From an optimization exercise on the open Yosys and OpenROAD flow, aimed at small area; shortcuts taken in it are not production practice.
Function was checked by simulation only, so behaviour that the tests miss may differ from the original.
No activity file was given, so power comes from the tool's default toggle rates.

==> module pim_system, before the edit <==
module pim_system #(
    parameter int BUS_WIDTH_BITS           = 64,
    parameter int CMD_SIZE_BITS            = 64,
    parameter int FETCH_BUS_TRANSFERS      = 128,
    parameter int MACS_PER_CYCLE           = 16,
    parameter int PIM_BASE_LATENCY_CYCLES  = 20,
    parameter int FETCH_CYCLES             = 5,
    parameter int STORE_CYCLES             = 5,
    parameter int SEQUENCER_FIFO_DEPTH     = 4,
    parameter int MICROPROG_LEN_WORDS      = 4,
    parameter int ADDR_WIDTH_BITS          = 64,
    parameter int MEM_DEPTH_WORDS          = 1024
)(
    input  logic clk,
    input  logic rst_n,
    input  logic cpu_cmd_valid,
    input  logic [CMD_SIZE_BITS-1:0]  cpu_cmd_data,
    output logic cpu_cmd_ready,
    input  logic cpu_microprog_valid,
    input  logic [CMD_SIZE_BITS*MICROPROG_LEN_WORDS-1:0] cpu_microprog_data,
    output logic cpu_microprog_ack,
    input  logic cpu_execute_seq_valid,
    output logic cpu_execute_seq_ready,
    output logic pim_system_idle,
    output logic sequencer_busy_out
);
    localparam int CW = 13;    
    localparam int EW = 4*CW;  
    function automatic logic [CW-1:0] encode(input logic [63:0] w);
        logic c, b, r;
        c = (w[63:56] == 8'h03);
        b = (w[63:56] == 8'h01) || (w[63:56] == 8'h02) || (w[63:56] == 8'h04);
        r = |w[3:0];
        encode = {!c || (w[4] && r), w[15:6], c ? w[5] : b, c && (w[4] || r)};
    endfunction
    logic [EW-1:0] mem [0:3];
    logic [3:0] valid_q;
    logic [3:0] move;
    logic       ack_q;
    logic       empty, full, do_write, do_read;
    logic [EW-1:0] wdata;
    assign wdata = {encode(cpu_microprog_data[255:192]), encode(cpu_microprog_data[191:128]),
                    encode(cpu_microprog_data[127:64]),  encode(cpu_microprog_data[63:0])};
    assign empty    = (valid_q == 4'b0000);
    assign full     = (valid_q == 4'b1111);
    assign do_write = cpu_microprog_valid && !full;
    assign move[3] = do_read;
    assign move[2] = valid_q[2] && (!valid_q[3] || move[3]);
    assign move[1] = valid_q[1] && (!valid_q[2] || move[2]);
    assign move[0] = valid_q[0] && (!valid_q[1] || move[1]);
    always_ff @(posedge clk) begin
        if (do_write) mem[0] <= wdata;
        for (int k = 1; k < 4; k++)
            if (move[k-1]) mem[k] <= mem[k-1];
    end
    always_ff @(posedge clk or negedge rst_n) begin
        if (!rst_n) begin
            valid_q <= '0;
            ack_q   <= 1'b0;
        end else begin
            ack_q <= do_write;
            valid_q[0] <= do_write || (valid_q[0] && !move[0]);
            for (int k = 1; k < 4; k++)
                valid_q[k] <= move[k-1] || (valid_q[k] && !move[k]);
        end
    end
    logic [4:0] seq_q;
    logic [EW-1:0] prog_q;
    logic       seq_busy, seq_issue;
    logic       ctrl_busy, accept;
    assign seq_busy  = (seq_q != 5'd0);
    assign seq_issue = seq_q[4] && !seq_q[3] && !seq_q[0];
    assign do_read   = (seq_q == 5'd14);
    always_ff @(posedge clk) begin
        if (do_read) prog_q <= mem[3];
    end
    always_ff @(posedge clk or negedge rst_n) begin
        if (!rst_n)
            seq_q <= 5'd0;
        else if (!seq_busy)
            seq_q <= empty ? 5'd0 : 5'd6;
        else if (seq_q[4] && seq_q[3])
            seq_q <= 5'd0;
        else if (!seq_q[4] || !ctrl_busy)
            seq_q <= seq_q + 5'd1;
    end
    logic [12:0] ctr_q;
    logic        rnd_q;
    logic [CW-1:0] code;
    logic [12:0]   start;
    always_comb begin
        code = encode(cpu_cmd_data) & {CW{!seq_issue}};
        for (int k = 0; k < 4; k++)
            code = code | (prog_q[k*CW +: CW] & {CW{seq_issue && seq_q[2:1] == 2'(k)}});
    end
    logic special;
    assign special = code[12] && !code[0];
    assign start = !special ? {1'b1, ~code[11:0]} : code[1] ? 13'd8075 : 13'd19;
    assign ctrl_busy = (ctr_q != {8'd0, 4'b1100, rnd_q});
    assign accept    = !ctrl_busy && (seq_issue || cpu_cmd_valid);
    always_ff @(posedge clk or negedge rst_n) begin
        if (!rst_n) begin
            ctr_q <= 13'd24;
            rnd_q <= 1'b0;
        end else if (accept) begin
            ctr_q <= start;
            rnd_q <= code[12] && code[0];
        end else if (ctrl_busy) begin
            ctr_q <= ctr_q + 13'd1;
        end
    end
    assign cpu_cmd_ready         = cpu_cmd_valid && !seq_issue && !ctrl_busy;
    assign cpu_microprog_ack     = ack_q;
    assign cpu_execute_seq_ready = !empty && !seq_busy;
    assign pim_system_idle       = !ctrl_busy && !seq_busy && empty;
    assign sequencer_busy_out    = seq_busy;
endmodule
==> flow/config.mk <==
export PLATFORM = sky130hd
export DESIGN_NAME = pim_system
export DESIGN_NICKNAME = pim_system
export VERILOG_FILES = /design/flow/design.v
export SDC_FILE = /design/flow/constraint.sdc
export NUM_CORES = 4
export LEC_CHECK = 0
export CAP_MARGIN = 20
export CORE_MARGIN = 2
export CORE_UTILIZATION = 70
export PLACE_DENSITY = 0.8
export SLEW_MARGIN = 20
==> flow/constraint.sdc <==
create_clock -name core_clock -period 5.0 [get_ports {clk}]
set_input_delay 1.0000 -clock core_clock [delete_from_list [all_inputs] [get_ports {clk}]]
set_output_delay 1.0000 -clock core_clock [all_outputs]
set_load 0.01 [all_outputs]
standard.sh (not shown) runs the stock make flow with config.mk's settings and CLKGATE_MAP_FILE= SYNTH_SCRIPT=/design/flow/synth_recipe.tcl, a recipe that flattens the netlist after the stock synthesis.
==> flow/flow/run.sh <==
#!/bin/bash
# Standard layout, with two changes: the port buffers are the smallest
# buffer (buf_1), and clock tree synthesis uses smaller clock buffers and
# no dummy loads.
set -euo pipefail
export BUFFER_PORTS_ARGS="-buffer_cell sky130_fd_sc_hd__buf_1"
export CTS_ARGS="-sink_clustering_enable -repair_clock_nets -dont_use_dummy_load -buf_list {sky130_fd_sc_hd__clkbuf_4} -sink_clustering_size 10 -sink_clustering_max_diameter 35"
bash standard.sh > standard.log 2>&1
The baseline completed without violations.
==> next run, changes <==
--- a/flow/design.v
+++ b/flow/design.v
@@ -36,6 +36,6 @@
     endfunction
     logic [EW-1:0] mem [0:3];
-    logic [3:0] valid_q;
-    logic [3:0] move;
+    logic [1:0] wr_ptr_q, rd_ptr_q;
+    logic       full_q;    
     logic       ack_q;
     logic       empty, full, do_write, do_read;
@@ -43,25 +43,22 @@
     assign wdata = {encode(cpu_microprog_data[255:192]), encode(cpu_microprog_data[191:128]),
                     encode(cpu_microprog_data[127:64]),  encode(cpu_microprog_data[63:0])};
-    assign empty    = (valid_q == 4'b0000);
-    assign full     = (valid_q == 4'b1111);
+    assign empty    = (wr_ptr_q == rd_ptr_q) && !full_q;
+    assign full     = full_q;
     assign do_write = cpu_microprog_valid && !full;
-    assign move[3] = do_read;
-    assign move[2] = valid_q[2] && (!valid_q[3] || move[3]);
-    assign move[1] = valid_q[1] && (!valid_q[2] || move[2]);
-    assign move[0] = valid_q[0] && (!valid_q[1] || move[1]);
     always_ff @(posedge clk) begin
-        if (do_write) mem[0] <= wdata;
-        for (int k = 1; k < 4; k++)
-            if (move[k-1]) mem[k] <= mem[k-1];
+        if (do_write) mem[wr_ptr_q] <= wdata;
     end
     always_ff @(posedge clk or negedge rst_n) begin
         if (!rst_n) begin
-            valid_q <= '0;
-            ack_q   <= 1'b0;
+            wr_ptr_q <= '0;
+            rd_ptr_q <= '0;
+            full_q   <= 1'b0;
+            ack_q    <= 1'b0;
         end else begin
             ack_q <= do_write;
-            valid_q[0] <= do_write || (valid_q[0] && !move[0]);
-            for (int k = 1; k < 4; k++)
-                valid_q[k] <= move[k-1] || (valid_q[k] && !move[k]);
+            if (do_write) wr_ptr_q <= wr_ptr_q + 2'd1;
+            if (do_read)  rd_ptr_q <= rd_ptr_q + 2'd1;
+            if (do_read)       full_q <= 1'b0;
+            else if (do_write) full_q <= (wr_ptr_q + 2'd1 == rd_ptr_q);
         end
     end
@@ -73,6 +70,13 @@
     assign seq_issue = seq_q[4] && !seq_q[3] && !seq_q[0];
     assign do_read   = (seq_q == 5'd14);
+    logic [EW-1:0] head;
+    always_comb begin
+        head = '0;
+        for (int k = 0; k < 4; k++)
+            head = head | (mem[k] & {EW{rd_ptr_q == 2'(k)}});
+    end
     always_ff @(posedge clk) begin
-        if (do_read) prog_q <= mem[3];
+        if (do_read) prog_q <= head;
+        else if (seq_issue && !ctrl_busy) prog_q[EW-CW-1:0] <= prog_q[EW-1:CW];
     end
     always_ff @(posedge clk or negedge rst_n) begin
@@ -92,6 +96,5 @@
     always_comb begin
         code = encode(cpu_cmd_data) & {CW{!seq_issue}};
-        for (int k = 0; k < 4; k++)
-            code = code | (prog_q[k*CW +: CW] & {CW{seq_issue && seq_q[2:1] == 2'(k)}});
+        code = code | (prog_q[CW-1:0] & {CW{seq_issue}});
     end
     logic special;
Sequential share of layout area came out lower by 7.6 points; routed wire length came out higher by well over a third; clock power came out higher by a few percent; die area came out higher by roughly a tenth; cell area came out higher by roughly a tenth; combinational power came out higher to 6.3 times its value.

what the ideal ports hide:
No port has a modelled driver above. Below, the same layouts with a new extraction and two added sets of constraints.
Step 1, drivers: a clkbuf_16 drives clk and a buf_2 each remaining input, both assumed.
Step 2 moves the port delays by t, midway between the first and last clock arrival at a register: inputs arrive t later, outputs are due t later. That takes back most of the time a late clock gives input paths.
Slacks: ideal / step 1 / step 2; pairs: ideal / step 1.
| run | shift t [ns] | setup WS [ns] | worst setup path after step 2 |
|---|---|---|---|
| the first run | 0.621 | 1.569 / 1.535 / 1.803 | input to register |
| the second run | 0.649 | 1.518 / 1.477 / 1.845 | input to register |
After both steps every run listed still meets setup and hold.
